Context: an optimization exercise on an open-source flow, tuned for small area. The choices shown serve that exercise and are no tape-out recipe. No functional check of the RTL was part of any run shown here. No driver is modelled on the clock port, so clock power and skew are understated where the tree is cut down; a real chip needs a root buffer or a tree. Power and IR drop assume default switching activity.

==> flow/design.v <==
module classifier_top (
  input  wire clk,
  input  wire rst_n,
  input  wire signed [3:0]  x_int4,
  input  wire signed [7:0]  w_int8,
  input  wire new_feat,
  input  wire new_class,
  input  wire [2:0] class_id,
  output reg  signed [19:0] acc20,
  output wire signed [19:0] max_score,
  output reg  [2:0] max_class
);
  wire one1;
  c_and2 u_one1 (x_int4[0], new_feat, one1);
  wire two2;
  c_and3b u_two2 (x_int4[0], x_int4[1], new_feat, two2);
  wire one3;
  c_xor2 u_one3 (x_int4[1], x_int4[2], one3);
  wire one4;
  c_and2 u_one4 (one3, new_feat, one4);
  wire two5;
  c_xnor2 u_two5 (x_int4[2], x_int4[1], two5);
  wire two6;
  c_xor2 u_two6 (x_int4[3], x_int4[2], two6);
  wire two7;
  c_and3 u_two7 (two5, two6, new_feat, two7);
  wire sel8;
  c_nand2 u_sel8 (one1, w_int8[0], sel8);
  wire pp9;
  c_xnor2 u_pp9 (sel8, x_int4[1], pp9);
  wire sel10;
  c_a22oi u_sel10 (one1, w_int8[1], two2, w_int8[0], sel10);
  wire pp11;
  c_xnor2 u_pp11 (sel10, x_int4[1], pp11);
  wire sel12;
  c_a22oi u_sel12 (one1, w_int8[2], two2, w_int8[1], sel12);
  wire pp13;
  c_xnor2 u_pp13 (sel12, x_int4[1], pp13);
  wire sel14;
  c_a22oi u_sel14 (one1, w_int8[3], two2, w_int8[2], sel14);
  wire pp15;
  c_xnor2 u_pp15 (sel14, x_int4[1], pp15);
  wire sel16;
  c_a22oi u_sel16 (one1, w_int8[4], two2, w_int8[3], sel16);
  wire pp17;
  c_xnor2 u_pp17 (sel16, x_int4[1], pp17);
  wire sel18;
  c_a22oi u_sel18 (one1, w_int8[5], two2, w_int8[4], sel18);
  wire pp19;
  c_xnor2 u_pp19 (sel18, x_int4[1], pp19);
  wire sel20;
  c_a22oi u_sel20 (one1, w_int8[6], two2, w_int8[5], sel20);
  wire pp21;
  c_xnor2 u_pp21 (sel20, x_int4[1], pp21);
  wire sel22;
  c_a22oi u_sel22 (one1, w_int8[7], two2, w_int8[6], sel22);
  wire pp23;
  c_xnor2 u_pp23 (sel22, x_int4[1], pp23);
  wire sel24;
  c_a22oi u_sel24 (one1, w_int8[7], two2, w_int8[7], sel24);
  wire pp25;
  c_xor2 u_pp25 (sel24, x_int4[1], pp25);
  wire sel26;
  c_nand2 u_sel26 (one4, w_int8[0], sel26);
  wire pp27;
  c_xnor2 u_pp27 (sel26, x_int4[3], pp27);
  wire sel28;
  c_a22oi u_sel28 (one4, w_int8[1], two7, w_int8[0], sel28);
  wire pp29;
  c_xnor2 u_pp29 (sel28, x_int4[3], pp29);
  wire sel30;
  c_a22oi u_sel30 (one4, w_int8[2], two7, w_int8[1], sel30);
  wire pp31;
  c_xnor2 u_pp31 (sel30, x_int4[3], pp31);
  wire sel32;
  c_a22oi u_sel32 (one4, w_int8[3], two7, w_int8[2], sel32);
  wire pp33;
  c_xnor2 u_pp33 (sel32, x_int4[3], pp33);
  wire sel34;
  c_a22oi u_sel34 (one4, w_int8[4], two7, w_int8[3], sel34);
  wire pp35;
  c_xnor2 u_pp35 (sel34, x_int4[3], pp35);
  wire sel36;
  c_a22oi u_sel36 (one4, w_int8[5], two7, w_int8[4], sel36);
  wire pp37;
  c_xnor2 u_pp37 (sel36, x_int4[3], pp37);
  wire sel38;
  c_a22oi u_sel38 (one4, w_int8[6], two7, w_int8[5], sel38);
  wire pp39;
  c_xnor2 u_pp39 (sel38, x_int4[3], pp39);
  wire sel40;
  c_a22oi u_sel40 (one4, w_int8[7], two7, w_int8[6], sel40);
  wire pp41;
  c_xnor2 u_pp41 (sel40, x_int4[3], pp41);
  wire sel42;
  c_a22oi u_sel42 (one4, w_int8[7], two7, w_int8[7], sel42);
  wire pp43;
  c_xor2 u_pp43 (sel42, x_int4[3], pp43);
  wire f44, f45;
  c_fa u_f44 (acc20[0], x_int4[1], pp9, f44, f45);
  wire f46, f47;
  c_fa u_f46 (acc20[1], pp11, f45, f46, f47);
  wire f48, f49;
  c_fa u_f48 (acc20[2], x_int4[3], pp13, f48, f49);
  wire f50, f51;
  c_fa u_f50 (pp27, f48, f47, f50, f51);
  wire f52, f53;
  c_fa u_f52 (acc20[3], pp15, pp29, f52, f53);
  wire f54, f55;
  c_fa u_f54 (f49, f52, f51, f54, f55);
  wire f56, f57;
  c_fa u_f56 (acc20[4], pp17, pp31, f56, f57);
  wire h58, h59;
  c_ha u_h58 (f53, f56, h58, h59);
  wire f60, f61;
  c_fa u_f60 (acc20[5], pp19, pp33, f60, f61);
  wire f62, f63;
  c_fa u_f62 (f57, f60, h59, f62, f63);
  wire f64, f65;
  c_fa u_f64 (acc20[6], pp21, pp35, f64, f65);
  wire h66, h67;
  c_ha u_h66 (f61, f64, h66, h67);
  wire f68, f69;
  c_fa u_f68 (acc20[7], pp23, pp37, f68, f69);
  wire f70, f71;
  c_fa u_f70 (f65, f68, h67, f70, f71);
  wire co72;
  c_nor2 u_co72 (acc20[8], pp25, co72);
  wire s73;
  c_xnor2 u_s73 (acc20[8], pp25, s73);
  wire f74, f75;
  c_fa u_f74 (pp39, s73, f69, f74, f75);
  wire co76;
  c_nor2 u_co76 (acc20[9], pp41, co76);
  wire i77;
  c_inv u_i77 (co72, i77);
  wire s78;
  c_xnor2 u_s78 (acc20[9], pp41, s78);
  wire f79, f80;
  c_fa u_f79 (i77, s78, f75, f79, f80);
  wire i81;
  c_inv u_i81 (co76, i81);
  wire f82, f83;
  c_fa u_f82 (acc20[10], pp43, i81, f82, f83);
  wire h84, h85;
  c_ha u_h84 (h58, f55, h84, h85);
  wire s86;
  c_xnor2 u_s86 (f62, h85, s86);
  wire cy87;
  c_nand2 u_cy87 (f62, h85, cy87);
  wire pn88;
  c_xnor2 u_pn88 (h66, f63, pn88);
  wire gn89;
  c_nand2 u_gn89 (h66, f63, gn89);
  wire s90;
  c_xnor2 u_s90 (pn88, cy87, s90);
  wire cy91;
  c_o21ai u_cy91 (pn88, cy87, gn89, cy91);
  wire s92;
  c_xnor2 u_s92 (f70, cy91, s92);
  wire cy93;
  c_nand2 u_cy93 (f70, cy91, cy93);
  wire pn94;
  c_xnor2 u_pn94 (f74, f71, pn94);
  wire gn95;
  c_nand2 u_gn95 (f74, f71, gn95);
  wire s96;
  c_xnor2 u_s96 (pn94, cy93, s96);
  wire cy97;
  c_o21ai u_cy97 (pn94, cy93, gn95, cy97);
  wire s98;
  c_xnor2 u_s98 (f79, cy97, s98);
  wire cy99;
  c_nand2 u_cy99 (f79, cy97, cy99);
  wire pn100;
  c_xnor2 u_pn100 (f82, f80, pn100);
  wire gn101;
  c_nand2 u_gn101 (f82, f80, gn101);
  wire s102;
  c_xnor2 u_s102 (pn100, cy99, s102);
  wire cy103;
  c_o21ai u_cy103 (pn100, cy99, gn101, cy103);
  wire t104;
  c_xnor2 u_t104 (f83, cy103, t104);
  wire s105;
  c_xnor2 u_s105 (acc20[11], t104, s105);
  wire fk106;
  c_xnor2 u_fk106 (acc20[11], f83, fk106);
  wire tc107;
  c_nand2 u_tc107 (t104, fk106, tc107);
  wire s108;
  c_xor2 u_s108 (acc20[12], tc107, s108);
  wire fk109;
  c_xor2 u_fk109 (acc20[12], f83, fk109);
  wire tc110;
  c_nor2 u_tc110 (tc107, fk109, tc110);
  wire s111;
  c_xnor2 u_s111 (acc20[13], tc110, s111);
  wire fk112;
  c_xnor2 u_fk112 (acc20[13], f83, fk112);
  wire tc113;
  c_nand2 u_tc113 (tc110, fk112, tc113);
  wire s114;
  c_xor2 u_s114 (acc20[14], tc113, s114);
  wire fk115;
  c_xor2 u_fk115 (acc20[14], f83, fk115);
  wire tc116;
  c_nor2 u_tc116 (tc113, fk115, tc116);
  wire s117;
  c_xnor2 u_s117 (acc20[15], tc116, s117);
  wire fk118;
  c_xnor2 u_fk118 (acc20[15], f83, fk118);
  wire tc119;
  c_nand2 u_tc119 (tc116, fk118, tc119);
  wire s120;
  c_xor2 u_s120 (acc20[16], tc119, s120);
  wire fk121;
  c_xor2 u_fk121 (acc20[16], f83, fk121);
  wire tc122;
  c_nor2 u_tc122 (tc119, fk121, tc122);
  wire s123;
  c_xnor2 u_s123 (acc20[17], tc122, s123);
  wire fk124;
  c_xnor2 u_fk124 (acc20[17], f83, fk124);
  wire tc125;
  c_nand2 u_tc125 (tc122, fk124, tc125);
  wire s126;
  c_xor2 u_s126 (acc20[18], tc125, s126);
  wire fk127;
  c_xor2 u_fk127 (acc20[18], f83, fk127);
  wire tc128;
  c_nor2 u_tc128 (tc125, fk127, tc128);
  wire s129;
  c_xnor2 u_s129 (acc20[19], tc128, s129);
  wire z130;
  c_nor2b u_z130 (new_class, f44, z130);
  wire z131;
  c_nor2b u_z131 (new_class, f46, z131);
  wire z132;
  c_nor2b u_z132 (new_class, f50, z132);
  wire z133;
  c_nor2b u_z133 (new_class, f54, z133);
  wire z134;
  c_nor2b u_z134 (new_class, h84, z134);
  wire z135;
  c_nor2 u_z135 (new_class, s86, z135);
  wire z136;
  c_nor2 u_z136 (new_class, s90, z136);
  wire z137;
  c_nor2 u_z137 (new_class, s92, z137);
  wire z138;
  c_nor2 u_z138 (new_class, s96, z138);
  wire z139;
  c_nor2 u_z139 (new_class, s98, z139);
  wire z140;
  c_nor2 u_z140 (new_class, s102, z140);
  wire z141;
  c_nor2 u_z141 (new_class, s105, z141);
  wire z142;
  c_nor2 u_z142 (new_class, s108, z142);
  wire z143;
  c_nor2 u_z143 (new_class, s111, z143);
  wire z144;
  c_nor2 u_z144 (new_class, s114, z144);
  wire z145;
  c_nor2 u_z145 (new_class, s117, z145);
  wire z146;
  c_nor2 u_z146 (new_class, s120, z146);
  wire z147;
  c_nor2 u_z147 (new_class, s123, z147);
  wire z148;
  c_nor2 u_z148 (new_class, s126, z148);
  wire z149;
  c_nor2 u_z149 (new_class, s129, z149);
  wire gt150;
  c_nor2b u_gt150 (max_q[0], acc20[0], gt150);
  wire mn151;
  c_inv u_mn151 (max_q[1], mn151);
  wire gt152;
  c_maj3 u_gt152 (acc20[1], mn151, gt150, gt152);
  wire mn153;
  c_inv u_mn153 (max_q[2], mn153);
  wire gt154;
  c_maj3 u_gt154 (acc20[2], mn153, gt152, gt154);
  wire mn155;
  c_inv u_mn155 (max_q[3], mn155);
  wire gt156;
  c_maj3 u_gt156 (acc20[3], mn155, gt154, gt156);
  wire mn157;
  c_inv u_mn157 (max_q[4], mn157);
  wire gt158;
  c_maj3 u_gt158 (acc20[4], mn157, gt156, gt158);
  wire mn159;
  c_inv u_mn159 (max_q[5], mn159);
  wire gt160;
  c_maj3 u_gt160 (acc20[5], mn159, gt158, gt160);
  wire mn161;
  c_inv u_mn161 (max_q[6], mn161);
  wire gt162;
  c_maj3 u_gt162 (acc20[6], mn161, gt160, gt162);
  wire mn163;
  c_inv u_mn163 (max_q[7], mn163);
  wire gt164;
  c_maj3 u_gt164 (acc20[7], mn163, gt162, gt164);
  wire mn165;
  c_inv u_mn165 (max_q[8], mn165);
  wire gt166;
  c_maj3 u_gt166 (acc20[8], mn165, gt164, gt166);
  wire mn167;
  c_inv u_mn167 (max_q[9], mn167);
  wire gt168;
  c_maj3 u_gt168 (acc20[9], mn167, gt166, gt168);
  wire mn169;
  c_inv u_mn169 (max_q[10], mn169);
  wire gt170;
  c_maj3 u_gt170 (acc20[10], mn169, gt168, gt170);
  wire cpx171;
  c_nor2b u_cpx171 (max_q[11], acc20[11], cpx171);
  wire cpy172;
  c_nand2b u_cpy172 (acc20[11], max_q[11], cpy172);
  wire gt173;
  c_a21oi u_gt173 (cpy172, gt170, cpx171, gt173);
  wire cpx174;
  c_nand2b u_cpx174 (max_q[12], acc20[12], cpx174);
  wire cpy175;
  c_nor2b u_cpy175 (acc20[12], max_q[12], cpy175);
  wire gt176;
  c_o21ai u_gt176 (cpy175, gt173, cpx174, gt176);
  wire cpx177;
  c_nor2b u_cpx177 (max_q[13], acc20[13], cpx177);
  wire cpy178;
  c_nand2b u_cpy178 (acc20[13], max_q[13], cpy178);
  wire gt179;
  c_a21oi u_gt179 (cpy178, gt176, cpx177, gt179);
  wire cpx180;
  c_nand2b u_cpx180 (max_q[14], acc20[14], cpx180);
  wire cpy181;
  c_nor2b u_cpy181 (acc20[14], max_q[14], cpy181);
  wire gt182;
  c_o21ai u_gt182 (cpy181, gt179, cpx180, gt182);
  wire cpx183;
  c_nor2b u_cpx183 (max_q[15], acc20[15], cpx183);
  wire cpy184;
  c_nand2b u_cpy184 (acc20[15], max_q[15], cpy184);
  wire gt185;
  c_a21oi u_gt185 (cpy184, gt182, cpx183, gt185);
  wire cpx186;
  c_nand2b u_cpx186 (max_q[16], acc20[16], cpx186);
  wire cpy187;
  c_nor2b u_cpy187 (acc20[16], max_q[16], cpy187);
  wire gt188;
  c_o21ai u_gt188 (cpy187, gt185, cpx186, gt188);
  wire cpx189;
  c_nor2b u_cpx189 (max_q[17], acc20[17], cpx189);
  wire cpy190;
  c_nand2b u_cpy190 (acc20[17], max_q[17], cpy190);
  wire gt191;
  c_a21oi u_gt191 (cpy190, gt188, cpx189, gt191);
  wire cpx192;
  c_nand2b u_cpx192 (max_q[18], acc20[18], cpx192);
  wire cpy193;
  c_nor2b u_cpy193 (acc20[18], max_q[18], cpy193);
  wire gt194;
  c_o21ai u_gt194 (cpy193, gt191, cpx192, gt194);
  wire gt195;
  c_nor2b u_gt195 (acc20[19], gt194, gt195);
  wire updn196;
  c_nand2 u_updn196 (new_class, gt195, updn196);
  wire upd197;
  c_inv u_upd197 (updn196, upd197);
  wire md198;
  c_a22o u_md198 (upd197, acc20[0], updn196, max_q[0], md198);
  wire md199;
  c_a22o u_md199 (upd197, acc20[3], updn196, max_q[3], md199);
  wire md200;
  c_a22o u_md200 (upd197, acc20[6], updn196, max_q[6], md200);
  wire md201;
  c_a22o u_md201 (upd197, acc20[9], updn196, max_q[9], md201);
  wire md202;
  c_a22o u_md202 (upd197, acc20[12], updn196, max_q[12], md202);
  wire md203;
  c_a22o u_md203 (upd197, acc20[15], updn196, max_q[15], md203);
  wire md204;
  c_a22o u_md204 (upd197, acc20[18], updn196, max_q[18], md204);
  wire md205;
  c_a22o u_md205 (upd197, class_id[2], updn196, max_class[2], md205);
  wire updn206;
  c_nand2 u_updn206 (new_class, gt195, updn206);
  wire upd207;
  c_inv u_upd207 (updn206, upd207);
  wire md208;
  c_a22o u_md208 (upd207, acc20[1], updn206, max_q[1], md208);
  wire md209;
  c_a22o u_md209 (upd207, acc20[4], updn206, max_q[4], md209);
  wire md210;
  c_a22o u_md210 (upd207, acc20[7], updn206, max_q[7], md210);
  wire md211;
  c_a22o u_md211 (upd207, acc20[10], updn206, max_q[10], md211);
  wire md212;
  c_a22o u_md212 (upd207, acc20[13], updn206, max_q[13], md212);
  wire md213;
  c_a22o u_md213 (upd207, acc20[16], updn206, max_q[16], md213);
  wire md214;
  c_a22o u_md214 (upd207, class_id[0], updn206, max_class[0], md214);
  wire updn215;
  c_nand2 u_updn215 (new_class, gt195, updn215);
  wire upd216;
  c_inv u_upd216 (updn215, upd216);
  wire md217;
  c_a22o u_md217 (upd216, acc20[2], updn215, max_q[2], md217);
  wire md218;
  c_a22o u_md218 (upd216, acc20[5], updn215, max_q[5], md218);
  wire md219;
  c_a22o u_md219 (upd216, acc20[8], updn215, max_q[8], md219);
  wire md220;
  c_a22o u_md220 (upd216, acc20[11], updn215, max_q[11], md220);
  wire md221;
  c_a22o u_md221 (upd216, acc20[14], updn215, max_q[14], md221);
  wire md222;
  c_a22o u_md222 (upd216, acc20[17], updn215, max_q[17], md222);
  wire md223;
  c_a22o u_md223 (upd216, class_id[1], updn215, max_class[1], md223);
  wire [19:0] acc_d = {z149, z148, z147, z146, z145, z144, z143, z142, z141, z140, z139, z138, z137, z136, z135, z134, z133, z132, z131, z130};
  wire [18:0] max_d = {md204, md222, md213, md203, md221, md212, md202, md220, md211, md201, md219, md210, md200, md218, md209, md199, md217, md208, md198};
  wire [2:0] cls_d = {md205, md223, md214};
  reg [18:0] max_q;
  assign max_score = {1'b0, max_q};
  always @(posedge clk or negedge rst_n) begin
    if (!rst_n) begin
      acc20     <= 20'd0;
      max_q     <= 19'd0;
      max_class <= 3'd0;
    end else begin
      acc20     <= acc_d;
      max_q     <= max_d;
      max_class <= cls_d;
    end
  end
endmodule
module c_a21oi (input a1, input a2, input b1, output y);
  assign y = ~((a1 & a2) | b1);
endmodule
module c_a22o (input a1, input a2, input b1, input b2, output y);
  assign y = (a1 & a2) | (b1 & b2);
endmodule
module c_a22oi (input a1, input a2, input b1, input b2, output y);
  assign y = ~((a1 & a2) | (b1 & b2));
endmodule
module c_and2 (input a, input b, output y);
  assign y = a & b;
endmodule
module c_and3 (input a, input b, input c, output y);
  assign y = a & b & c;
endmodule
module c_and3b (input an, input b, input c, output y);
  assign y = ~an & b & c;
endmodule
module c_fa (input a, input b, input c, output s, output co);
  assign s = a ^ b ^ c;
  assign co = (a & b) | (a & c) | (b & c);
endmodule
module c_ha (input a, input b, output s, output co);
  assign s = a ^ b;
  assign co = a & b;
endmodule
module c_inv (input a, output y);
  assign y = ~a;
endmodule
module c_maj3 (input a, input b, input c, output y);
  assign y = (a & b) | (a & c) | (b & c);
endmodule
module c_nand2 (input a, input b, output y);
  assign y = ~(a & b);
endmodule
module c_nand2b (input an, input b, output y);
  assign y = an | ~b;
endmodule
module c_nor2 (input a, input b, output y);
  assign y = ~(a | b);
endmodule
module c_nor2b (input a, input bn, output y);
  assign y = ~a & bn;
endmodule
module c_o21ai (input a1, input a2, input b1, output y);
  assign y = ~((a1 | a2) & b1);
endmodule
module c_xnor2 (input a, input b, output y);
  assign y = ~(a ^ b);
endmodule
module c_xor2 (input a, input b, output y);
  assign y = a ^ b;
endmodule
==> flow/flow/run.sh <==
#!/bin/bash
# The standard layout (standard.sh) with these changes to how the layout is made:
#  - the port buffers that buffer_ports inserts are sky130_fd_sc_hd__buf_1;
#  - clock tree synthesis inserts no dummy loads, and its tree (a root buffer and leaf
#    buffers) is then reduced to 3 leaf buffers (collapse.tcl), each register still clocked
#    through the root and one leaf;
#  - the reset port's buffer is made sky130_fd_sc_hd__buf_4 before repair_design (rst.tcl),
#    since it drives every register's reset;
#  - after the standard synthesis (run unchanged), combinational cells that synthesis
#    upsized are set back to their smallest drive strength (downsize.tcl); the floorplan's
#    timing repair and the later repair steps upsize again wherever timing needs it.
# Each tool's output goes to its own log file here.
set -euo pipefail
export BUFFER_PORTS_ARGS="-buffer_cell sky130_fd_sc_hd__buf_1"
export CTS_ARGS="-sink_clustering_enable -repair_clock_nets -dont_use_dummy_load"
export POST_CTS_TCL=$PWD/flow/collapse.tcl CLK_KEEP=3
export PRE_RESIZE_TCL=$PWD/flow/rst.tcl RST_BUF_CELL=sky130_fd_sc_hd__buf_4
export CLK_LEAF_CELL=sky130_fd_sc_hd__clkbuf_8 CLK_ROOT_CELL=sky130_fd_sc_hd__clkbuf_4
bash standard.sh synth > synth.log 2>&1
export RESULTS=orfs/results/sky130hd/classifier_top/base
openroad -no_init -exit flow/downsize.tcl > downsize.log 2>&1
bash standard.sh finish > standard_flow.log 2>&1
==> flow/flow/collapse.tcl <==
# Reduce the clock tree that clock_tree_synthesis built (a root buffer feeding leaf buffers)
# to $::env(CLK_KEEP) leaf buffers: the sinks of every other leaf move to the nearest kept
# leaf. Kept leaves become $::env(CLK_LEAF_CELL), the root $::env(CLK_ROOT_CELL). The clock
# still reaches every register through buffers, all at the same depth.
set block [ord::get_db_block]
set clk_net [$block findNet clk]
set roots {}
foreach it [$clk_net getITerms] {
  if {[$it isInputSignal]} { lappend roots [$it getInst] }
}
proc inst_xy {inst} {
  set b [$inst getBBox]
  return [list [expr {([$b xMin] + [$b xMax]) / 2}] [expr {([$b yMin] + [$b yMax]) / 2}]]
}
if {[llength $roots] != 1} {
  puts "collapse: clock port feeds [llength $roots] cells; left as is"
} else {
  set root [lindex $roots 0]
  set n0 [[$root findITerm X] getNet]
  set leaves {}
  foreach it [$n0 getITerms] {
    if {[$it isInputSignal] && [string match *clkbuf* [[[$it getInst] getMaster] getName]]} {
      lappend leaves [$it getInst]
    }
  }
  set keep [expr {min($::env(CLK_KEEP), [llength $leaves])}]
  # keep the leaves farthest apart: greedy, starting from the first
  set kept [list [lindex $leaves 0]]
  while {[llength $kept] < $keep} {
    set bestl ""; set bestd -1
    foreach l $leaves {
      if {[lsearch -exact $kept $l] >= 0} { continue }
      lassign [inst_xy $l] x y
      set dmin 1e30
      foreach k $kept { lassign [inst_xy $k] kx ky; set d [expr {abs($x-$kx)+abs($y-$ky)}]; if {$d < $dmin} { set dmin $d } }
      if {$dmin > $bestd} { set bestd $dmin; set bestl $l }
    }
    lappend kept $bestl
  }
  set moved 0
  foreach l $leaves {
    if {[lsearch -exact $kept $l] >= 0} { continue }
    set n1 [[$l findITerm X] getNet]
    foreach s [$n1 getITerms] {
      if {![$s isInputSignal]} { continue }
      lassign [inst_xy [$s getInst]] x y
      set best ""; set bd 1e30
      foreach k $kept { lassign [inst_xy $k] kx ky; set d [expr {abs($x-$kx)+abs($y-$ky)}]; if {$d < $bd} { set bd $d; set best $k } }
      $s disconnect
      $s connect [[$best findITerm X] getNet]
      incr moved
    }
    [$l findITerm A] disconnect
    [$l findITerm X] disconnect
    odb::dbInst_destroy $l
    odb::dbNet_destroy $n1
  }
  foreach k $kept { replace_cell [$k getName] $::env(CLK_LEAF_CELL) }
  replace_cell [$root getName] $::env(CLK_ROOT_CELL)
  puts "collapse: kept [llength $kept] of [llength $leaves] leaves, moved $moved sinks"
}
==> flow/flow/downsize.tcl <==
# Set every combinational cell of the synthesized netlist to its smallest-area variant of
# the same function (e.g. nor2b_4 -> nor2b_1). Registers, buffers and tie cells are kept.
set results $::env(RESULTS)
read_db $results/1_synth.odb
read_liberty $::env(FLOW_HOME)/platforms/sky130hd/lib/sky130_fd_sc_hd__tt_025C_1v80.lib
set db [ord::get_db]
set block [[$db getChip] getBlock]
set n 0
foreach inst [$block getInsts] {
  set m [[$inst getMaster] getName]
  if {![regexp {^sky130_fd_sc_hd__([a-z0-9]+)_([0-9]+)$} $m -> base size]} { continue }
  if {[regexp {^(df|edf|sdf|dl|buf|clkbuf|clkdly|dlygate|dlymetal|conb|tap|fill|decap|diode|lpflow|probe)} $base]} { continue }
  set best $m
  set best_area [[$inst getMaster] getWidth]
  foreach s {0 1 2} {
    set cand "sky130_fd_sc_hd__${base}_$s"
    set cm [$db findMaster $cand]
    if {$cm == "NULL" || $cand == $m} { continue }
    if {[get_lib_cells -quiet $cand] == ""} { continue }
    if {[$cm getWidth] < $best_area} {
      set best $cand
      set best_area [$cm getWidth]
    }
  }
  if {$best != $m} {
    puts "[$inst getName]: $m -> $best"
    replace_cell [$inst getName] $best
    incr n
  }
}
puts "downsized $n cells"
write_db $results/1_synth.odb
==> flow/flow/rst.tcl <==
# Size the reset input's port buffer for its load (all register resets) up front
set block [ord::get_db_block]
set bt [$block findBTerm rst_n]
set net [$bt getNet]
foreach it [$net getITerms] {
  if {[$it isInputSignal]} {
    set inst [$it getInst]
    puts "rst buffer [$inst getName] [[$inst getMaster] getName] -> $::env(RST_BUF_CELL)"
    replace_cell [$inst getName] $::env(RST_BUF_CELL)
  }
}
==> flow/standard.sh <==
#!/bin/bash
# synth_recipe.tcl (not shown) runs the flow's synth.tcl, then flattens the netlist and writes it again
# the make line also repeats each setting of config.mk as NAME=value (left out here)
make -C /OpenROAD-flow-scripts/flow DESIGN_CONFIG=/design/flow/config.mk WORK_HOME=/design/flow/orfs CLKGATE_MAP_FILE= SYNTH_SCRIPT=/design/flow/synth_recipe.tcl "${@:-finish}"
==> flow/config.mk <==
export PLATFORM = sky130hd
export DESIGN_NAME = classifier_top
export DESIGN_NICKNAME = classifier_top
export VERILOG_FILES = /design/flow/design.v
export SDC_FILE = /design/flow/constraint.sdc
export NUM_CORES = 4
export LEC_CHECK = 0
export CAP_MARGIN = 20
export CORE_MARGIN = 2
export CORE_UTILIZATION = 40
export GPL_TIMING_DRIVEN = 0
export SETUP_SLACK_MARGIN = -0.3
export SLEW_MARGIN = 20
export SYNTH_HIERARCHICAL = 1
export SYNTH_MINIMUM_KEEP_SIZE = 0
==> flow/constraint.sdc <==
create_clock -name core_clock -period 6.5 [get_ports {clk}]
set_input_delay 1.3000 -clock core_clock [delete_from_list [all_inputs] [get_ports {clk}]]
set_output_delay 1.3000 -clock core_clock [all_outputs]
set_load 0.01 [all_outputs]
==> flow_summary.yaml, run 1 <==
yosys:
  synth_warnings: 7
  netlist_area_um2: 2670
  synth_cells: 249
  syn-num-nets: 286
  syn_avg_cell_area_um2: 10.7
floorplanning:
  die_w_um: 85.7
  die_area_um2: 7340
  core_area_um2: 6390
  rows: 29
  dieHeight_um: 85.7
  io_pins: 62
  start_util_pct: 41.8
placement:
  hpwl_mm: 4.16
  dpl_cell_area_um2: 2990
  gp_congestion: 0.759
  placement.io_buffers: 60
  pre_cts_slack_ps: -103
job:
  drv_cap: 0
global_routing:
  antenna_found_initial: 0
  grt_max_degree: 43
  grt_usage_pct: 16.1
  grt_pass1_vias: 2031
  grt-ovfl-total: 0
  grt_pass1_wl_mm: 9.33
worst_setup_path:
  arrival_ps: 6520
  r2r_start: "acc20[0]"
  slowest_delay_ps: 440
  cpMostUsedCell: "maj3_1"
  slowest_stage: "dfrtp_1"
  crit_chain: "nor2b_1 -> maj3_1 -> maj3_1 -> maj3_1 -> maj3_1 -> maj3_1 -> maj3_1 -> maj3_1 -> maj3_1 -> maj3_1 -> maj3_1 -> a21oi_1 -> o21ai_1 -> a21oi_1 -> o21ai_1 -> a21oi_1 -> o21ai_1 -> a21oi_1 -> o21ai_1 -> nor2b_1 -> nand2_1 -> inv_1 -> a22o_1"
  cp.required_ps: 6700
  worstSetupPathType: "reg2reg"
  end_kind: "flop"
  startpoint: "acc20[0]"
  crit_fanout: 8
  crit_path_start_kind: "flop"
timing:
  setup_viol: 0
  slew_headroom_pct: 31.4
  worst_slack_ps: 183
  period_minus_slack_ps: 6320
  clock.fmax_mhz: 158
  fin_crit_sh_pct: 97.2
  tightest_slew_ps: 1030
  drv_slew: 0
  skew_ps: 13.6
  hold_viol_final: 0
  fin_tns_setup_ps: 0
power:
  peakVddDrop_mv: 0.380
  p_leak_nw: 1.26
  power_density_nw_per_um2: 511
clock_network:
  cts.sinks: 42
  clock_insertion_delay_worst_skew_ps: 320
  clkSlewWorstSetupHoldPaths_ps: 100
route:
  dr_total_vias: 1929
  wire_per_inst_um: 13.7
  remaining_drc_errors: 0
  drtIter0Drc: 85
  via_per_inst: 4.95
  routed_wl_mm: 5.36
  antenna_left: 0
  first_pass_iters: 6
hold_path:
  hold_class: "reg2reg"
  min_from: "max_class[1]"
cells_and_area:
  n_fill_cell: 621
  final_nets: 352
  area_delta_synth_final_pct: 14.2
  antenna_cells: 0
  drive_above_1_share_pct: 2.56
  final_area_um2: 3050
run_status:
  status: "finished clean"
worst max-delay path: cells and delay by family (launching register included):
| family | cells | cell delay, ps |
|---|---|---|
| simple gates | 3 | 610 |
| buf+inv | 1 | 260 |
| compound gates | 9 | 1270 |
| fa+ha+maj | 10 | 3610 |
| flops | 1 | 440 |
flip-flops by register name, indices dropped and copies added (netlist names):
signal	count
acc20	20
max_q	19
max_class	3
cells in the final DEF, fill, tap and decap left out, drive strengths merged, types with 4 or more instances in the layout:
cell type and instances:
nand2b 8, o21ai 7, a22o 22, xor2 12
clkbuf 5, buf 60, inv 15, nor2 21
xnor2 38, dfrtp 42, nor2b 15, a22oi 16
nand2 15, maj3 10, fa 15, a21oi 4
worst paths after layout:
path	endpoint	slack, ps	cells after the start
max in group asynchronous	acc20[11]	5190	1
min reg2reg	max_class[1]	500	1
min	max_class[1]	500	1
max	max_q[16]	180	23
min in group asynchronous	acc20[14]	950	1
max reg2reg	max_q[16]	180	23
metal layers:
metal  up-vias  global-route usage [%]  wire length, µm
met5         -                       0                0
li1        975                       -                -
met4         0                    4.91               53
met3         4                    2.89              267
met2        46                    28.5             2590
met1       904                    20.2             2450
where the power goes:
part	leakage (nW)	internal, mW	switching (mW)
sequential	0.555	0.360	0.108
combinational	0.682	0.438	0.529
clock	0.0262	0.0491	0.0727
total	1.26	0.848	0.710
final cells by class:
cell class	instances	area (µm²)	area share [%]
flip-flops and latches	42	1050	34.5
repair buffers	60	230	7.56
clock buffers	4	48.8	1.60
inverters	15	56.3	1.85
well taps	77	96.3	3.16
plain buffers	1	7.51	0.246
multi-input cells	191	1560	51.1
through the flow:
stage	instances	total power, mW	hold WS (ps)	utilization, %
finish	390	1.56	504	47.7
global route	390	1.74	527	47.7
detailed placement	386	1.45	485	46.9
global placement	386	1.43	481	46.8
floorplan	249	1.19	532	-
==> run 2: changes to the inputs <==
--- a/flow/design.v
+++ b/flow/design.v
@@ -306,123 +306,123 @@
   c_inv u_mn165 (max_q[8], mn165);
   wire gt166;
   c_maj3 u_gt166 (acc20[8], mn165, gt164, gt166);
-  wire mn167;
-  c_inv u_mn167 (max_q[9], mn167);
-  wire gt168;
-  c_maj3 u_gt168 (acc20[9], mn167, gt166, gt168);
-  wire mn169;
-  c_inv u_mn169 (max_q[10], mn169);
-  wire gt170;
-  c_maj3 u_gt170 (acc20[10], mn169, gt168, gt170);
-  wire cpx171;
-  c_nor2b u_cpx171 (max_q[11], acc20[11], cpx171);
-  wire cpy172;
-  c_nand2b u_cpy172 (acc20[11], max_q[11], cpy172);
-  wire gt173;
-  c_a21oi u_gt173 (cpy172, gt170, cpx171, gt173);
-  wire cpx174;
-  c_nand2b u_cpx174 (max_q[12], acc20[12], cpx174);
-  wire cpy175;
-  c_nor2b u_cpy175 (acc20[12], max_q[12], cpy175);
-  wire gt176;
-  c_o21ai u_gt176 (cpy175, gt173, cpx174, gt176);
-  wire cpx177;
-  c_nor2b u_cpx177 (max_q[13], acc20[13], cpx177);
-  wire cpy178;
-  c_nand2b u_cpy178 (acc20[13], max_q[13], cpy178);
-  wire gt179;
-  c_a21oi u_gt179 (cpy178, gt176, cpx177, gt179);
-  wire cpx180;
-  c_nand2b u_cpx180 (max_q[14], acc20[14], cpx180);
-  wire cpy181;
-  c_nor2b u_cpy181 (acc20[14], max_q[14], cpy181);
-  wire gt182;
-  c_o21ai u_gt182 (cpy181, gt179, cpx180, gt182);
-  wire cpx183;
-  c_nor2b u_cpx183 (max_q[15], acc20[15], cpx183);
-  wire cpy184;
-  c_nand2b u_cpy184 (acc20[15], max_q[15], cpy184);
-  wire gt185;
-  c_a21oi u_gt185 (cpy184, gt182, cpx183, gt185);
-  wire cpx186;
-  c_nand2b u_cpx186 (max_q[16], acc20[16], cpx186);
-  wire cpy187;
-  c_nor2b u_cpy187 (acc20[16], max_q[16], cpy187);
-  wire gt188;
-  c_o21ai u_gt188 (cpy187, gt185, cpx186, gt188);
-  wire cpx189;
-  c_nor2b u_cpx189 (max_q[17], acc20[17], cpx189);
-  wire cpy190;
-  c_nand2b u_cpy190 (acc20[17], max_q[17], cpy190);
-  wire gt191;
-  c_a21oi u_gt191 (cpy190, gt188, cpx189, gt191);
-  wire cpx192;
-  c_nand2b u_cpx192 (max_q[18], acc20[18], cpx192);
-  wire cpy193;
-  c_nor2b u_cpy193 (acc20[18], max_q[18], cpy193);
-  wire gt194;
-  c_o21ai u_gt194 (cpy193, gt191, cpx192, gt194);
-  wire gt195;
-  c_nor2b u_gt195 (acc20[19], gt194, gt195);
-  wire updn196;
-  c_nand2 u_updn196 (new_class, gt195, updn196);
-  wire upd197;
-  c_inv u_upd197 (updn196, upd197);
-  wire md198;
-  c_a22o u_md198 (upd197, acc20[0], updn196, max_q[0], md198);
-  wire md199;
-  c_a22o u_md199 (upd197, acc20[3], updn196, max_q[3], md199);
+  wire cpx167;
+  c_nor2b u_cpx167 (max_q[9], acc20[9], cpx167);
+  wire cpy168;
+  c_nand2b u_cpy168 (acc20[9], max_q[9], cpy168);
+  wire gt169;
+  c_a21oi u_gt169 (cpy168, gt166, cpx167, gt169);
+  wire cpx170;
+  c_nand2b u_cpx170 (max_q[10], acc20[10], cpx170);
+  wire cpy171;
+  c_nor2b u_cpy171 (acc20[10], max_q[10], cpy171);
+  wire gt172;
+  c_o21ai u_gt172 (cpy171, gt169, cpx170, gt172);
+  wire cpx173;
+  c_nor2b u_cpx173 (max_q[11], acc20[11], cpx173);
+  wire cpy174;
+  c_nand2b u_cpy174 (acc20[11], max_q[11], cpy174);
+  wire gt175;
+  c_a21oi u_gt175 (cpy174, gt172, cpx173, gt175);
+  wire cpx176;
+  c_nand2b u_cpx176 (max_q[12], acc20[12], cpx176);
+  wire cpy177;
+  c_nor2b u_cpy177 (acc20[12], max_q[12], cpy177);
+  wire gt178;
+  c_o21ai u_gt178 (cpy177, gt175, cpx176, gt178);
+  wire cpx179;
+  c_nor2b u_cpx179 (max_q[13], acc20[13], cpx179);
+  wire cpy180;
+  c_nand2b u_cpy180 (acc20[13], max_q[13], cpy180);
+  wire gt181;
+  c_a21oi u_gt181 (cpy180, gt178, cpx179, gt181);
+  wire cpx182;
+  c_nand2b u_cpx182 (max_q[14], acc20[14], cpx182);
+  wire cpy183;
+  c_nor2b u_cpy183 (acc20[14], max_q[14], cpy183);
+  wire gt184;
+  c_o21ai u_gt184 (cpy183, gt181, cpx182, gt184);
+  wire cpx185;
+  c_nor2b u_cpx185 (max_q[15], acc20[15], cpx185);
+  wire cpy186;
+  c_nand2b u_cpy186 (acc20[15], max_q[15], cpy186);
+  wire gt187;
+  c_a21oi u_gt187 (cpy186, gt184, cpx185, gt187);
+  wire cpx188;
+  c_nand2b u_cpx188 (max_q[16], acc20[16], cpx188);
+  wire cpy189;
+  c_nor2b u_cpy189 (acc20[16], max_q[16], cpy189);
+  wire gt190;
+  c_o21ai u_gt190 (cpy189, gt187, cpx188, gt190);
+  wire cpx191;
+  c_nor2b u_cpx191 (max_q[17], acc20[17], cpx191);
+  wire cpy192;
+  c_nand2b u_cpy192 (acc20[17], max_q[17], cpy192);
+  wire gt193;
+  c_a21oi u_gt193 (cpy192, gt190, cpx191, gt193);
+  wire cpx194;
+  c_nand2b u_cpx194 (max_q[18], acc20[18], cpx194);
+  wire cpy195;
+  c_nor2b u_cpy195 (acc20[18], max_q[18], cpy195);
+  wire gt196;
+  c_o21ai u_gt196 (cpy195, gt193, cpx194, gt196);
+  wire gt197;
+  c_nor2b u_gt197 (acc20[19], gt196, gt197);
+  wire updn198;
+  c_nand2 u_updn198 (new_class, gt197, updn198);
+  wire upd199;
+  c_inv u_upd199 (updn198, upd199);
   wire md200;
-  c_a22o u_md200 (upd197, acc20[6], updn196, max_q[6], md200);
+  c_a22o u_md200 (upd199, acc20[0], updn198, max_q[0], md200);
   wire md201;
-  c_a22o u_md201 (upd197, acc20[9], updn196, max_q[9], md201);
+  c_a22o u_md201 (upd199, acc20[2], updn198, max_q[2], md201);
   wire md202;
-  c_a22o u_md202 (upd197, acc20[12], updn196, max_q[12], md202);
+  c_a22o u_md202 (upd199, acc20[4], updn198, max_q[4], md202);
   wire md203;
-  c_a22o u_md203 (upd197, acc20[15], updn196, max_q[15], md203);
+  c_a22o u_md203 (upd199, acc20[6], updn198, max_q[6], md203);
   wire md204;
-  c_a22o u_md204 (upd197, acc20[18], updn196, max_q[18], md204);
+  c_a22o u_md204 (upd199, acc20[8], updn198, max_q[8], md204);
   wire md205;
-  c_a22o u_md205 (upd197, class_id[2], updn196, max_class[2], md205);
-  wire updn206;
-  c_nand2 u_updn206 (new_class, gt195, updn206);
-  wire upd207;
-  c_inv u_upd207 (updn206, upd207);
+  c_a22o u_md205 (upd199, acc20[10], updn198, max_q[10], md205);
+  wire md206;
+  c_a22o u_md206 (upd199, acc20[12], updn198, max_q[12], md206);
+  wire md207;
+  c_a22o u_md207 (upd199, acc20[14], updn198, max_q[14], md207);
   wire md208;
-  c_a22o u_md208 (upd207, acc20[1], updn206, max_q[1], md208);
+  c_a22o u_md208 (upd199, acc20[16], updn198, max_q[16], md208);
   wire md209;
-  c_a22o u_md209 (upd207, acc20[4], updn206, max_q[4], md209);
+  c_a22o u_md209 (upd199, acc20[18], updn198, max_q[18], md209);
   wire md210;
-  c_a22o u_md210 (upd207, acc20[7], updn206, max_q[7], md210);
-  wire md211;
-  c_a22o u_md211 (upd207, acc20[10], updn206, max_q[10], md211);
-  wire md212;
-  c_a22o u_md212 (upd207, acc20[13], updn206, max_q[13], md212);
+  c_a22o u_md210 (upd199, class_id[1], updn198, max_class[1], md210);
+  wire updn211;
+  c_nand2 u_updn211 (new_class, gt197, updn211);
+  wire upd212;
+  c_inv u_upd212 (updn211, upd212);
   wire md213;
-  c_a22o u_md213 (upd207, acc20[16], updn206, max_q[16], md213);
+  c_a22o u_md213 (upd212, acc20[1], updn211, max_q[1], md213);
   wire md214;
-  c_a22o u_md214 (upd207, class_id[0], updn206, max_class[0], md214);
-  wire updn215;
-  c_nand2 u_updn215 (new_class, gt195, updn215);
-  wire upd216;
-  c_inv u_upd216 (updn215, upd216);
+  c_a22o u_md214 (upd212, acc20[3], updn211, max_q[3], md214);
+  wire md215;
+  c_a22o u_md215 (upd212, acc20[5], updn211, max_q[5], md215);
+  wire md216;
+  c_a22o u_md216 (upd212, acc20[7], updn211, max_q[7], md216);
   wire md217;
-  c_a22o u_md217 (upd216, acc20[2], updn215, max_q[2], md217);
+  c_a22o u_md217 (upd212, acc20[9], updn211, max_q[9], md217);
   wire md218;
-  c_a22o u_md218 (upd216, acc20[5], updn215, max_q[5], md218);
+  c_a22o u_md218 (upd212, acc20[11], updn211, max_q[11], md218);
   wire md219;
-  c_a22o u_md219 (upd216, acc20[8], updn215, max_q[8], md219);
+  c_a22o u_md219 (upd212, acc20[13], updn211, max_q[13], md219);
   wire md220;
-  c_a22o u_md220 (upd216, acc20[11], updn215, max_q[11], md220);
+  c_a22o u_md220 (upd212, acc20[15], updn211, max_q[15], md220);
   wire md221;
-  c_a22o u_md221 (upd216, acc20[14], updn215, max_q[14], md221);
+  c_a22o u_md221 (upd212, acc20[17], updn211, max_q[17], md221);
   wire md222;
-  c_a22o u_md222 (upd216, acc20[17], updn215, max_q[17], md222);
+  c_a22o u_md222 (upd212, class_id[0], updn211, max_class[0], md222);
   wire md223;
-  c_a22o u_md223 (upd216, class_id[1], updn215, max_class[1], md223);
+  c_a22o u_md223 (upd212, class_id[2], updn211, max_class[2], md223);
   wire [19:0] acc_d = {z149, z148, z147, z146, z145, z144, z143, z142, z141, z140, z139, z138, z137, z136, z135, z134, z133, z132, z131, z130};
-  wire [18:0] max_d = {md204, md222, md213, md203, md221, md212, md202, md220, md211, md201, md219, md210, md200, md218, md209, md199, md217, md208, md198};
-  wire [2:0] cls_d = {md205, md223, md214};
+  wire [18:0] max_d = {md209, md221, md208, md220, md207, md219, md206, md218, md205, md217, md204, md216, md203, md215, md202, md214, md201, md213, md200};
+  wire [2:0] cls_d = {md223, md210, md222};
   reg [18:0] max_q;
   assign max_score = {1'b0, max_q};
   always @(posedge clk or negedge rst_n) begin
==> run 2 against run 1 <==
Compared with the run above: highest routed layer unchanged; sequential share of layout area about the same; critical endpoint is now acc20[19]; largest power group unchanged; non-clock buffer count unchanged; setup slack better by 100 ps; sequential power is 1% lower.
==> flow_summary.yaml, run 2 <==
run_status:
  status: "finished clean"
floorplanning:
  die_area_um2: 7340
  core_area_um2: 6390
  rows: 29
  dieHeight_um: 85.7
  die_w_um: 85.7
  start_util_pct: 41.8
  io_pins: 62
timing:
  slew_headroom_pct: 35.2
  clock.fmax_mhz: 161
  skew_ps: 14.1
  worst_slack_ps: 287
  setup_viol: 0
  hold_viol_final: 0
  fin_crit_sh_pct: 95.6
  drv_slew: 0
  tightest_slew_ps: 972
  period_minus_slack_ps: 6210
route:
  remaining_drc_errors: 0
  via_per_inst: 4.99
  routed_wl_mm: 5.24
  wire_per_inst_um: 13.4
  dr_total_vias: 1947
  antenna_left: 0
  first_pass_iters: 4
  drtIter0Drc: 43
yosys:
  syn_avg_cell_area_um2: 10.7
  synth_warnings: 7
  netlist_area_um2: 2670
  synth_cells: 249
  syn-num-nets: 286
power:
  switchingPower_mw: 0.678
  p_leak_nw: 1.25
  clock_power_share_pct: 8.0
  peakVddDrop_mv: 0.252
  comb_power_share_pct: 61.4
  sw_frac_of_total_pct: 44.9
  power_density_nw_per_um2: 496
  p_seq_share_pct: 30.6
  p_int_mw: 0.832
cells_and_area:
  top_regs: "acc20 (20), max_q (19), max_class (3)"
  drive_above_1_share_pct: 1.92
  antenna_cells: 0
  area_delta_synth_final_pct: 14.0
  stdcell_count: 390
  final_nets: 352
  final_common_cell: "buf_1"
  largest_reg_flops: 20
  final_cell_mix: "buf_1 (59), dfrtp_1 (42), xnor2_1 (38)"
  ff_latch_area_um2: 1050
  multi_input_area_um2: 1570
  regMostFlops: "acc20"
  n_fill_cell: 607
global_routing:
  grt_pass1_vias: 1881
  grt-ovfl-total: 0
  grt_max_degree: 43
  antenna_found_initial: 0
  grt_pass1_wl_mm: 9.01
  grt_usage_pct: 15.5
worst_setup_path:
  crit_path_start_kind: "primary input"
  r2r-end: "max_q[8]"
  crit_fanout: 13
  worstSetupPathType: "in2reg"
  rrSetupSlack_ps: 490
  r2r_start: "acc20[0]"
  end_kind: "flop"
  cp.required_ps: 6670
  arrival_ps: 6380
  r2r_cells: 23
hold_path:
  min_path_cells: 1
  hold_class: "reg2reg"
  min_to: "max_class[0]"
  min_from: "max_class[0]"
placement:
  placement.io_buffers: 60
  placedCellCount: 386
  pre_cts_slack_ps: -68.4
  hpwl_mm: 3.95
  gp_congestion: 0.709
job:
  drv_cap: 0
clock_network:
  cts.sinks: 42
  clkSlewWorstSetupHoldPaths_ps: 90
  clock_insertion_delay_worst_skew_ps: 320
[run 2: worst max-delay path by stage]
| stage | cells past startpoint | start | to | slack, ps |
|---|---|---|---|---|
| final | 25 | x_int4[1] | acc20[19] | 290 |
| after floorplan | 25 | x_int4[0] | acc20[19] | 1040 |
| after detailed placement | 25 | x_int4[1] | acc20[19] | -70 |
| after global placement | 25 | x_int4[1] | acc20[19] | 8 |
| after global routing | 25 | x_int4[1] | acc20[19] | -250 |
[run 2: per-layer routing]
layer  GRT usage [%]  routed length [µm]  up-vias
met5               0                   0        -
met4            3.90                  49        0
met3            2.21                 206        5
met2            25.4                2460       44
met1            21.7                2520      923
li1                -                   -      975
[run 2: cell type report]
class / count / share of cell area [%]
multi-input combinational: 194 / 51.4
tap: 77 / 3.17
timing repair buffer: 60 / 7.52
sequential: 42 / 34.5
buffer: 1 / 0.247
inverter: 12 / 1.48
clock buffer: 4 / 1.60
[run 2: power by group through the flow]
stage          Combinational (mW)  Sequential [mW]  Clock, mW
6_report                    0.927            0.462      0.121
5_1_grt                      1.06            0.483      0.138
3_5_place_dp                0.940            0.468          0
3_3_place_gp                0.920            0.467          0
2_1_floorplan               0.675            0.489          0
[run 2: worst max-delay path: stages]
cell     delay, ps
buf_1          620
xor2_1         180
and2_1         320
a22oi_1        160
xnor2_1        190
fa_1           450
ha_1           200
fa_1           510
nand2_1         90
o21ai_1        220
nand2_1        120
o21ai_1        220
nand2_1        120
o21ai_1        210
xnor2_1        180
nand2_1        120
nor2_1         170
nand2_1        130
nor2_1         190
nand2_1        120
nor2_1         170
nand2_1        110
nor2_1         120
xnor2_1        120
nor2_1          60
[run 2: per-stage QoR]
step           area (µm²)  hold WS, ps  setup TNS, ps  utilization (%)  power (mW)
3_3_place_gp         2990          477              0             46.8        1.39
5_1_grt              3040          540           -451             47.6        1.68
6_report             3040          501              0             47.6        1.51
3_5_place_dp         2990          478          -68.4             46.9        1.41
2_1_floorplan        2670          532              0                -        1.16
==> run 3: changes to the inputs <==
--- a/flow/design.v
+++ b/flow/design.v
@@ -306,123 +306,121 @@
   c_inv u_mn165 (max_q[8], mn165);
   wire gt166;
   c_maj3 u_gt166 (acc20[8], mn165, gt164, gt166);
-  wire cpx167;
-  c_nor2b u_cpx167 (max_q[9], acc20[9], cpx167);
-  wire cpy168;
-  c_nand2b u_cpy168 (acc20[9], max_q[9], cpy168);
-  wire gt169;
-  c_a21oi u_gt169 (cpy168, gt166, cpx167, gt169);
-  wire cpx170;
-  c_nand2b u_cpx170 (max_q[10], acc20[10], cpx170);
-  wire cpy171;
-  c_nor2b u_cpy171 (acc20[10], max_q[10], cpy171);
-  wire gt172;
-  c_o21ai u_gt172 (cpy171, gt169, cpx170, gt172);
-  wire cpx173;
-  c_nor2b u_cpx173 (max_q[11], acc20[11], cpx173);
-  wire cpy174;
-  c_nand2b u_cpy174 (acc20[11], max_q[11], cpy174);
-  wire gt175;
-  c_a21oi u_gt175 (cpy174, gt172, cpx173, gt175);
-  wire cpx176;
-  c_nand2b u_cpx176 (max_q[12], acc20[12], cpx176);
-  wire cpy177;
-  c_nor2b u_cpy177 (acc20[12], max_q[12], cpy177);
-  wire gt178;
-  c_o21ai u_gt178 (cpy177, gt175, cpx176, gt178);
-  wire cpx179;
-  c_nor2b u_cpx179 (max_q[13], acc20[13], cpx179);
-  wire cpy180;
-  c_nand2b u_cpy180 (acc20[13], max_q[13], cpy180);
-  wire gt181;
-  c_a21oi u_gt181 (cpy180, gt178, cpx179, gt181);
-  wire cpx182;
-  c_nand2b u_cpx182 (max_q[14], acc20[14], cpx182);
-  wire cpy183;
-  c_nor2b u_cpy183 (acc20[14], max_q[14], cpy183);
-  wire gt184;
-  c_o21ai u_gt184 (cpy183, gt181, cpx182, gt184);
-  wire cpx185;
-  c_nor2b u_cpx185 (max_q[15], acc20[15], cpx185);
-  wire cpy186;
-  c_nand2b u_cpy186 (acc20[15], max_q[15], cpy186);
-  wire gt187;
-  c_a21oi u_gt187 (cpy186, gt184, cpx185, gt187);
-  wire cpx188;
-  c_nand2b u_cpx188 (max_q[16], acc20[16], cpx188);
-  wire cpy189;
-  c_nor2b u_cpy189 (acc20[16], max_q[16], cpy189);
-  wire gt190;
-  c_o21ai u_gt190 (cpy189, gt187, cpx188, gt190);
-  wire cpx191;
-  c_nor2b u_cpx191 (max_q[17], acc20[17], cpx191);
-  wire cpy192;
-  c_nand2b u_cpy192 (acc20[17], max_q[17], cpy192);
-  wire gt193;
-  c_a21oi u_gt193 (cpy192, gt190, cpx191, gt193);
-  wire cpx194;
-  c_nand2b u_cpx194 (max_q[18], acc20[18], cpx194);
-  wire cpy195;
-  c_nor2b u_cpy195 (acc20[18], max_q[18], cpy195);
+  wire mn167;
+  c_inv u_mn167 (max_q[9], mn167);
+  wire gt168;
+  c_maj3 u_gt168 (acc20[9], mn167, gt166, gt168);
+  wire cpx169;
+  c_nor2b u_cpx169 (max_q[10], acc20[10], cpx169);
+  wire cpy170;
+  c_nand2b u_cpy170 (acc20[10], max_q[10], cpy170);
+  wire gt171;
+  c_a21oi u_gt171 (cpy170, gt168, cpx169, gt171);
+  wire cpx172;
+  c_nand2b u_cpx172 (max_q[11], acc20[11], cpx172);
+  wire cpy173;
+  c_nor2b u_cpy173 (acc20[11], max_q[11], cpy173);
+  wire gt174;
+  c_o21ai u_gt174 (cpy173, gt171, cpx172, gt174);
+  wire cpx175;
+  c_nor2b u_cpx175 (max_q[12], acc20[12], cpx175);
+  wire cpy176;
+  c_nand2b u_cpy176 (acc20[12], max_q[12], cpy176);
+  wire gt177;
+  c_a21oi u_gt177 (cpy176, gt174, cpx175, gt177);
+  wire cpx178;
+  c_nand2b u_cpx178 (max_q[13], acc20[13], cpx178);
+  wire cpy179;
+  c_nor2b u_cpy179 (acc20[13], max_q[13], cpy179);
+  wire gt180;
+  c_o21ai u_gt180 (cpy179, gt177, cpx178, gt180);
+  wire cpx181;
+  c_nor2b u_cpx181 (max_q[14], acc20[14], cpx181);
+  wire cpy182;
+  c_nand2b u_cpy182 (acc20[14], max_q[14], cpy182);
+  wire gt183;
+  c_a21oi u_gt183 (cpy182, gt180, cpx181, gt183);
+  wire cpx184;
+  c_nand2b u_cpx184 (max_q[15], acc20[15], cpx184);
+  wire cpy185;
+  c_nor2b u_cpy185 (acc20[15], max_q[15], cpy185);
+  wire gt186;
+  c_o21ai u_gt186 (cpy185, gt183, cpx184, gt186);
+  wire cpx187;
+  c_nor2b u_cpx187 (max_q[16], acc20[16], cpx187);
+  wire cpy188;
+  c_nand2b u_cpy188 (acc20[16], max_q[16], cpy188);
+  wire gt189;
+  c_a21oi u_gt189 (cpy188, gt186, cpx187, gt189);
+  wire cpx190;
+  c_nand2b u_cpx190 (max_q[17], acc20[17], cpx190);
+  wire cpy191;
+  c_nor2b u_cpy191 (acc20[17], max_q[17], cpy191);
+  wire gt192;
+  c_o21ai u_gt192 (cpy191, gt189, cpx190, gt192);
+  wire cpx193;
+  c_nor2b u_cpx193 (max_q[18], acc20[18], cpx193);
+  wire cpy194;
+  c_nand2b u_cpy194 (acc20[18], max_q[18], cpy194);
+  wire gt195;
+  c_a21oi u_gt195 (cpy194, gt192, cpx193, gt195);
   wire gt196;
-  c_o21ai u_gt196 (cpy195, gt193, cpx194, gt196);
-  wire gt197;
-  c_nor2b u_gt197 (acc20[19], gt196, gt197);
-  wire updn198;
-  c_nand2 u_updn198 (new_class, gt197, updn198);
-  wire upd199;
-  c_inv u_upd199 (updn198, upd199);
+  c_nor2 u_gt196 (acc20[19], gt195, gt196);
+  wire updn197;
+  c_nand2 u_updn197 (new_class, gt196, updn197);
+  wire upd198;
+  c_inv u_upd198 (updn197, upd198);
+  wire md199;
+  c_a22o u_md199 (upd198, acc20[0], updn197, max_q[0], md199);
   wire md200;
-  c_a22o u_md200 (upd199, acc20[0], updn198, max_q[0], md200);
+  c_a22o u_md200 (upd198, acc20[2], updn197, max_q[2], md200);
   wire md201;
-  c_a22o u_md201 (upd199, acc20[2], updn198, max_q[2], md201);
+  c_a22o u_md201 (upd198, acc20[4], updn197, max_q[4], md201);
   wire md202;
-  c_a22o u_md202 (upd199, acc20[4], updn198, max_q[4], md202);
+  c_a22o u_md202 (upd198, acc20[6], updn197, max_q[6], md202);
   wire md203;
-  c_a22o u_md203 (upd199, acc20[6], updn198, max_q[6], md203);
+  c_a22o u_md203 (upd198, acc20[8], updn197, max_q[8], md203);
   wire md204;
-  c_a22o u_md204 (upd199, acc20[8], updn198, max_q[8], md204);
+  c_a22o u_md204 (upd198, acc20[10], updn197, max_q[10], md204);
   wire md205;
-  c_a22o u_md205 (upd199, acc20[10], updn198, max_q[10], md205);
+  c_a22o u_md205 (upd198, acc20[12], updn197, max_q[12], md205);
   wire md206;
-  c_a22o u_md206 (upd199, acc20[12], updn198, max_q[12], md206);
+  c_a22o u_md206 (upd198, acc20[14], updn197, max_q[14], md206);
   wire md207;
-  c_a22o u_md207 (upd199, acc20[14], updn198, max_q[14], md207);
+  c_a22o u_md207 (upd198, acc20[16], updn197, max_q[16], md207);
   wire md208;
-  c_a22o u_md208 (upd199, acc20[16], updn198, max_q[16], md208);
+  c_a22o u_md208 (upd198, acc20[18], updn197, max_q[18], md208);
   wire md209;
-  c_a22o u_md209 (upd199, acc20[18], updn198, max_q[18], md209);
-  wire md210;
-  c_a22o u_md210 (upd199, class_id[1], updn198, max_class[1], md210);
-  wire updn211;
-  c_nand2 u_updn211 (new_class, gt197, updn211);
-  wire upd212;
-  c_inv u_upd212 (updn211, upd212);
+  c_a22o u_md209 (upd198, class_id[1], updn197, max_class[1], md209);
+  wire updn210;
+  c_nand2 u_updn210 (new_class, gt196, updn210);
+  wire upd211;
+  c_inv u_upd211 (updn210, upd211);
+  wire md212;
+  c_a22o u_md212 (upd211, acc20[1], updn210, max_q[1], md212);
   wire md213;
-  c_a22o u_md213 (upd212, acc20[1], updn211, max_q[1], md213);
+  c_a22o u_md213 (upd211, acc20[3], updn210, max_q[3], md213);
   wire md214;
-  c_a22o u_md214 (upd212, acc20[3], updn211, max_q[3], md214);
+  c_a22o u_md214 (upd211, acc20[5], updn210, max_q[5], md214);
   wire md215;
-  c_a22o u_md215 (upd212, acc20[5], updn211, max_q[5], md215);
+  c_a22o u_md215 (upd211, acc20[7], updn210, max_q[7], md215);
   wire md216;
-  c_a22o u_md216 (upd212, acc20[7], updn211, max_q[7], md216);
+  c_a22o u_md216 (upd211, acc20[9], updn210, max_q[9], md216);
   wire md217;
-  c_a22o u_md217 (upd212, acc20[9], updn211, max_q[9], md217);
+  c_a22o u_md217 (upd211, acc20[11], updn210, max_q[11], md217);
   wire md218;
-  c_a22o u_md218 (upd212, acc20[11], updn211, max_q[11], md218);
+  c_a22o u_md218 (upd211, acc20[13], updn210, max_q[13], md218);
   wire md219;
-  c_a22o u_md219 (upd212, acc20[13], updn211, max_q[13], md219);
+  c_a22o u_md219 (upd211, acc20[15], updn210, max_q[15], md219);
   wire md220;
-  c_a22o u_md220 (upd212, acc20[15], updn211, max_q[15], md220);
+  c_a22o u_md220 (upd211, acc20[17], updn210, max_q[17], md220);
   wire md221;
-  c_a22o u_md221 (upd212, acc20[17], updn211, max_q[17], md221);
+  c_a22o u_md221 (upd211, class_id[0], updn210, max_class[0], md221);
   wire md222;
-  c_a22o u_md222 (upd212, class_id[0], updn211, max_class[0], md222);
-  wire md223;
-  c_a22o u_md223 (upd212, class_id[2], updn211, max_class[2], md223);
+  c_a22o u_md222 (upd211, class_id[2], updn210, max_class[2], md222);
   wire [19:0] acc_d = {z149, z148, z147, z146, z145, z144, z143, z142, z141, z140, z139, z138, z137, z136, z135, z134, z133, z132, z131, z130};
-  wire [18:0] max_d = {md209, md221, md208, md220, md207, md219, md206, md218, md205, md217, md204, md216, md203, md215, md202, md214, md201, md213, md200};
-  wire [2:0] cls_d = {md223, md210, md222};
+  wire [18:0] max_d = {md208, md220, md207, md219, md206, md218, md205, md217, md204, md216, md203, md215, md202, md214, md201, md213, md200, md212, md199};
+  wire [2:0] cls_d = {md222, md209, md221};
   reg [18:0] max_q;
   assign max_score = {1'b0, max_q};
   always @(posedge clk or negedge rst_n) begin
==> run 3 against run 2 <==
Compared with the run above: flip-flop and latch count did not move; first-iteration DRC count rose by 23%; sequential share of layout area rose by 0.071 points; power rose by 0.13%; area after synthesis fell by 0.23%; non-clock buffer count did not move; combinational power fell by 0.5%; critical endpoint is now max_q[9]; largest cell class unchanged; largest power group unchanged.
==> flow_summary.yaml, run 3 <==
floorplanning:
  die_w_um: 85.6
  die_area_um2: 7320
  core_area_um2: 6390
  io_pins: 62
  dieHeight_um: 85.6
  rows: 29
  start_util_pct: 41.7
placement:
  placedCellCount: 385
  gp_congestion: 0.723
  placement.io_buffers: 60
  hpwl_mm: 4.06
  dpl_cell_area_um2: 2990
job:
  drv_cap: 0
worst_setup_path:
  r2r_start: "acc20[0]"
  crit_fanout: 12
  arrival_ps: 6490
  r2r_cells: 23
  r2r-end: "max_q[9]"
  rrSetupSlack_ps: 220
  cp.required_ps: 6710
  worstSetupPathType: "reg2reg"
  crit_path_start_kind: "flop"
  end_kind: "flop"
timing:
  fin_crit_sh_pct: 96.7
  hold_viol_final: 0
  period_minus_slack_ps: 6280
  skew_ps: 45.3
  drv_slew: 0
  tightest_slew_ps: 962
  slew_headroom_pct: 35.9
  setup_viol: 0
  clock.fmax_mhz: 159
power:
  power_density_nw_per_um2: 498
  p_int_mw: 0.829
  clock_power_share_pct: 8.4
  comb_power_share_pct: 61.0
  switchingPower_mw: 0.684
  p_seq_share_pct: 30.6
  power_mw: 1.51
  peakVddDrop_mv: 0.343
  p_leak_nw: 1.25
  sw_frac_of_total_pct: 45.2
cells_and_area:
  area_delta_synth_final_pct: 14.1
  drive_above_1_share_pct: 1.92
  largest_reg_flops: 20
  regMostFlops: "acc20"
  final_common_cell: "buf_1"
  stdcell_count: 389
  top_regs: "acc20 (20), max_q (19), max_class (3)"
  multi_input_area_um2: 1560
  n_fill_cell: 619
  ff_latch_area_um2: 1050
  antenna_cells: 0
  final_area_um2: 3040
  final_nets: 351
  final_cell_mix: "buf_1 (59), dfrtp_1 (42), xnor2_1 (38)"
hold_path:
  min_to: "max_class[1]"
  min_from: "max_class[1]"
  min_path_cells: 1
  hold_class: "reg2reg"
route:
  wire_per_inst_um: 13.6
  first_pass_iters: 6
  dr_total_vias: 1955
  antenna_left: 0
  drtIter0Drc: 53
  remaining_drc_errors: 0
  via_per_inst: 5.03
  routed_wl_mm: 5.30
global_routing:
  grt_max_degree: 43
  grt-ovfl-total: 0
  grt_pass1_wl_mm: 9.33
  grt_pass1_vias: 1913
  grt_usage_pct: 16.0
  antenna_found_initial: 0
yosys:
  netlist_area_um2: 2660
  syn-num-nets: 285
  synth_warnings: 7
  synth_cells: 248
  syn_avg_cell_area_um2: 10.7
clock_network:
  clock_insertion_delay_worst_skew_ps: 360
  clkSlewWorstSetupHoldPaths_ps: 120
  cts.sinks: 42
run_status:
  status: "finished clean"
==> run 3: area by class of cell <==
type                       instances  area share (%)
timing repair buffer              60            7.54
buffer                             1           0.247
sequential                        42            34.6
tap                               77            3.17
clock buffer                       4            1.61
multi-input combinational        192            51.2
inverter                          13            1.61
==> run 3: critical path: stages (launching register included) <==
cell and delay (ps):
dfrtp_1 450, nor2b_1 160, maj3_1 350, maj3_1 370
maj3_1 370, maj3_1 360, maj3_1 360, maj3_1 370
maj3_1 360, maj3_1 370, maj3_1 360, a21oi_1 130
o21ai_1 90, a21oi_1 180, o21ai_1 110, a21oi_1 130
o21ai_1 90, a21oi_1 130, o21ai_1 90, a21oi_1 120
nor2_1 70, nand2_1 400, inv_1 370, a22o_1 330
==> run 3: metal layers <==
metal	track usage, %	vias up	wire (µm)
met1	21.1	917	2450
met5	0	-	0
met4	5.05	0	82
met2	26.4	56	2480
met3	3.46	9	293
li1	-	973	-
==> run 3: power groups by stage <==
stage          sequential, mW  combinational (mW)  clock (mW)
2_1_floorplan           0.489               0.673           0
3_3_place_gp            0.465               0.923           0
3_5_place_dp            0.471               0.933           0
5_1_grt                 0.484                1.07       0.137
6_report                0.463               0.922       0.127
==> run 3: worst max path at each step <==
stage / startpoint / to / slack, ps
floorplan: acc20[0] / max_class[0] / 1040
global placement: x_int4[1] / acc20[19] / -10
detailed placement: x_int4[1] / acc20[19] / -70
global route: acc20[0] / max_q[8] / -280
finish: acc20[0] / max_q[9] / 220
==> run 3: per-stage QoR <==
stage / hold slack, ps / setup TNS (ps) / util [%] / setup WS, ps
global route: 547 / -5190 / 47.6 / -276
finish: 513 / 0 / 47.6 / 217
floorplan: 532 / 0 / - / 1040
detailed placement: 485 / -68.5 / 46.8 / -68.5
global placement: 476 / -11.9 / 46.7 / -11.9

-- port drivers added, routing unchanged --
The flow's constraints put no driver on any port. The routed layouts listed below were extracted and timed again, unchanged, in two steps. Step 1 assumes that a clkbuf_16 drives the clock port and a buf_2 every other input. Step 2 times the ports against the registers' clock, not the clock port: input delays grow and output delays shrink by t, the midpoint of the rising clock arrivals with the driver on. Three values: ideal, step 1, step 2; two values: the first two.
| run | t (ns) | setup WS [ns] | worst register clock-pin slew, ns | worst data-port slew with drivers (ns) |
|---|---|---|---|---|
| run 1 | 0.337 | 0.183 / 0.183 / 0.101 | 0.10 / 0.10 | 0.04 |
| run 2 | 0.336 | 0.287 / 0.289 / -0.046 | 0.09 / 0.09 | 0.03 |
| run 3 | 0.360 | 0.217 / 0.217 / -0.008 | 0.12 / 0.12 | 0.03 |
With both steps, setup timing fails in run 2 and run 3, where it was met with ideal ports. For run 2, which loses most, drivers alone change the setup slack by +0.002 ns; drivers and shift together by -0.333 ns.
